This is an optimization exercise on Yosys and OpenROAD, whose aim is small area and a short achievable clock period, not a production implementation.
The RTL was checked by simulation tests, not by an equivalence proof against the original design.

==> flow/design.v (excerpt) <==
module advanced_hybrid_controller_fixed (
    input wire clk,
    input wire rst_n,
    input wire start,
    output wire done,
    output reg tile_start,
    input wire tile_done,
    output reg imc_mode,
    output wire simultaneous_rows,
    output wire [63:0] row_mask,
    input wire [15:0] zero_ops_skipped,
    input wire [15:0] total_ops_executed,
    input wire [15:0] imc_energy_savings,
    input wire [7:0] computation_snr,
    output wire dram_cmd_valid,
    output wire [1:0] dram_cmd_type,
    output wire [15:0] dram_cmd_addr,
    output wire [15:0] dram_write_data,
    output wire dram_accumulate_en,
    output wire [3:0] dram_bank_activate,
    output wire dram_simultaneous_access,
    output reg [1:0] precision_mode,
    output wire sparsity_optimize_en,
    output reg adaptive_imc_en,
    output wire [7:0] system_efficiency,
    output reg [15:0] total_energy_saved,
    output reg snr_too_low
);
    localparam SNR_THRESHOLD_LOW = 40;
    localparam SNR_THRESHOLD_HIGH = 80;
    localparam [2:0] S_IDLE    = 3'b000,
                     S_LOAD    = 3'b001,
                     S_ANALYZE = 3'b011,
                     S_COMPUTE = 3'b010,
                     S_STORE   = 3'b110,
                     S_ADAPT   = 3'b111,
                     S_DONE0   = 3'b101,    
                     S_DONE    = 3'b100;
    reg [2:0] state;
    reg [3:0] cycle_count;
    reg [15:0] total_skipped;
    reg [15:0] total_executed;
  ...
Settings: LEC_CHECK=0, ABC_AREA=1, CAP_MARGIN=20, CORE_MARGIN=2, CORE_UTILIZATION=80, CTS_BUF_LIST=sky130_fd_sc_hd__clkbuf_8, SLEW_MARGIN=65; clock period 130.0 ns.
standard.sh (not shown) runs the stock make flow with config.mk's settings and CLKGATE_MAP_FILE= SYNTH_SCRIPT=/design/flow/synth_recipe.tcl, a recipe that flattens the netlist after the stock synthesis.
==> flow/flow/run.sh <==
#!/bin/bash
# The standard layout, with three changes:
#  - the port buffers are made from the smallest plain buffer
#    (sky130_fd_sc_hd__buf_1) instead of the delay cell buffer_ports picks on
#    its own; every input and output port still gets its buffer;
#  - the constant outputs share synthesis's single tie cell of each kind
#    instead of getting one tie cell each;
#  - clock tree synthesis adds no dummy loads (the tree is otherwise the
#    standard one: same clustering, clkbuf_8 buffers from config.mk).
set -euo pipefail
export BUFFER_PORTS_ARGS="-buffer_cell sky130_fd_sc_hd__buf_1"
export SKIP_REPAIR_TIE_FANOUT=1
export CTS_ARGS="-sink_clustering_enable -repair_clock_nets -dont_use_dummy_load -buf_list sky130_fd_sc_hd__clkbuf_8"
bash standard.sh > standard_flow.log 2>&1
Change:
SLEW_MARGIN = 88   (was 65)
Now the flow failed in detailed placement.
Synthesized cell count stays the same.
Area after synthesis does not change.
Change:
SLEW_MARGIN = 70   (was 88)
After rerunning:
- The changed run completed without violations
- synthesized cell count does not change
- area after synthesis does not change
Change:
CAP_MARGIN = 40   (was 20)
SLEW_MARGIN = 80   (was 70)
Result:
- count of clock-buffer cells in the layout does not change
- cell area increases by a few percent
- wire length increases by a few percent
- synthesized cell count is unchanged
- register-to-register slack gets better by 400 ps
- global-route usage increases by 1.1 points
- first-iteration DRC count increases by a few percent


the reference run:
advanced_hybrid_controller_fixed again, from the RTL that the note above started with.
==> flow/design.v (excerpt) <==
module advanced_hybrid_controller_fixed (
    input wire clk,
    input wire rst_n,
    input wire start,
    output wire done,
    output reg tile_start,
    input wire tile_done,
    output reg imc_mode,
    output wire simultaneous_rows,
    output wire [63:0] row_mask,
    input wire [15:0] zero_ops_skipped,
    input wire [15:0] total_ops_executed,
    input wire [15:0] imc_energy_savings,
    input wire [7:0] computation_snr,
    output wire dram_cmd_valid,
    output wire [1:0] dram_cmd_type,
    output wire [15:0] dram_cmd_addr,
    output wire [15:0] dram_write_data,
    output wire dram_accumulate_en,
    output wire [3:0] dram_bank_activate,
    output wire dram_simultaneous_access,
    output reg [1:0] precision_mode,
    output wire sparsity_optimize_en,
    output reg adaptive_imc_en,
    output wire [7:0] system_efficiency,
    output reg [15:0] total_energy_saved,
    output reg snr_too_low
);
==> flow/config.mk <==
export PLATFORM = sky130hd
export DESIGN_NAME = advanced_hybrid_controller_fixed
export DESIGN_NICKNAME = advanced_hybrid_controller_fixed
export VERILOG_FILES = /design/flow/design.v
export SDC_FILE = /design/flow/constraint.sdc
export NUM_CORES = 4
export LEC_CHECK = 0
export ABC_AREA = 1
export CAP_MARGIN = 20
export CORE_MARGIN = 2
export CORE_UTILIZATION = 80
export CTS_BUF_LIST = sky130_fd_sc_hd__clkbuf_8
export SLEW_MARGIN = 80
==> flow/constraint.sdc <==
create_clock -name core_clock -period 130.0 [get_ports {clk}]
set_input_delay 26.0000 -clock core_clock [delete_from_list [all_inputs] [get_ports {clk}]]
set_output_delay 26.0000 -clock core_clock [all_outputs]
set_load 0.01 [all_outputs]
Scripts as last shown in full above: flow/flow/run.sh
The reference run: no failed stages, no open violations at the end
#### Input delta (the trial run over the reference run)
- CAP_MARGIN now 60, was 20
- SLEW_MARGIN now 20, was 80
--- outcome ---
- The detailed-placement wirelength estimate reported for the trial run is smaller than that of the reference run by 430 um.
- Compared with the reference run, the trial run instantiates a larger number of standard cells.
- From the reference run to the trial run the numbers moved as follows: routed length on met3 increased about 0.9%; summed area of non-filler cells in the final layout went down; number of placed cells counting well taps rose about 0.8%; met2 track utilization from global routing saw a decrease.
- Delta (the trial run minus the reference run): global-route usage fell by 0.60 points; average cell area after synthesis stayed essentially flat; maximum frequency fell by about 1.6%; non-clock buffer count rose by 7.4%.

[afterwards: timing with drivers on the ports]
The flow's constraints put no driver on any port. The routed layouts listed below were extracted and timed again, unchanged, in two steps. Step 1, drivers: a clkbuf_16 drives clk and a buf_2 each remaining input, both assumed. Step 2 also shifts input and output timing later by t, the mid clock arrival at the registers, as if the neighbouring blocks saw the same clock. Slacks: ideal ports / drivers / drivers and shift; pairs: ideal ports / drivers.
run | t, ns | setup slack, ns | worst data-port slew with drivers (ns)
the first run of note 1 | 0.487 | 95.607 / 95.565 / 95.155 | 0.04
the third run of note 1 | 0.477 | 95.577 / 95.599 / 95.122 | 0.05
the fourth run of note 1 | 0.494 | 95.845 / 95.869 / 95.375 | 0.05
the reference run | 0.494 | 95.845 / 95.869 / 95.375 | 0.05
the trial run | 0.483 | 95.307 / 95.263 / 95.175 | 0.04
After both steps setup and hold are still met in every run listed.
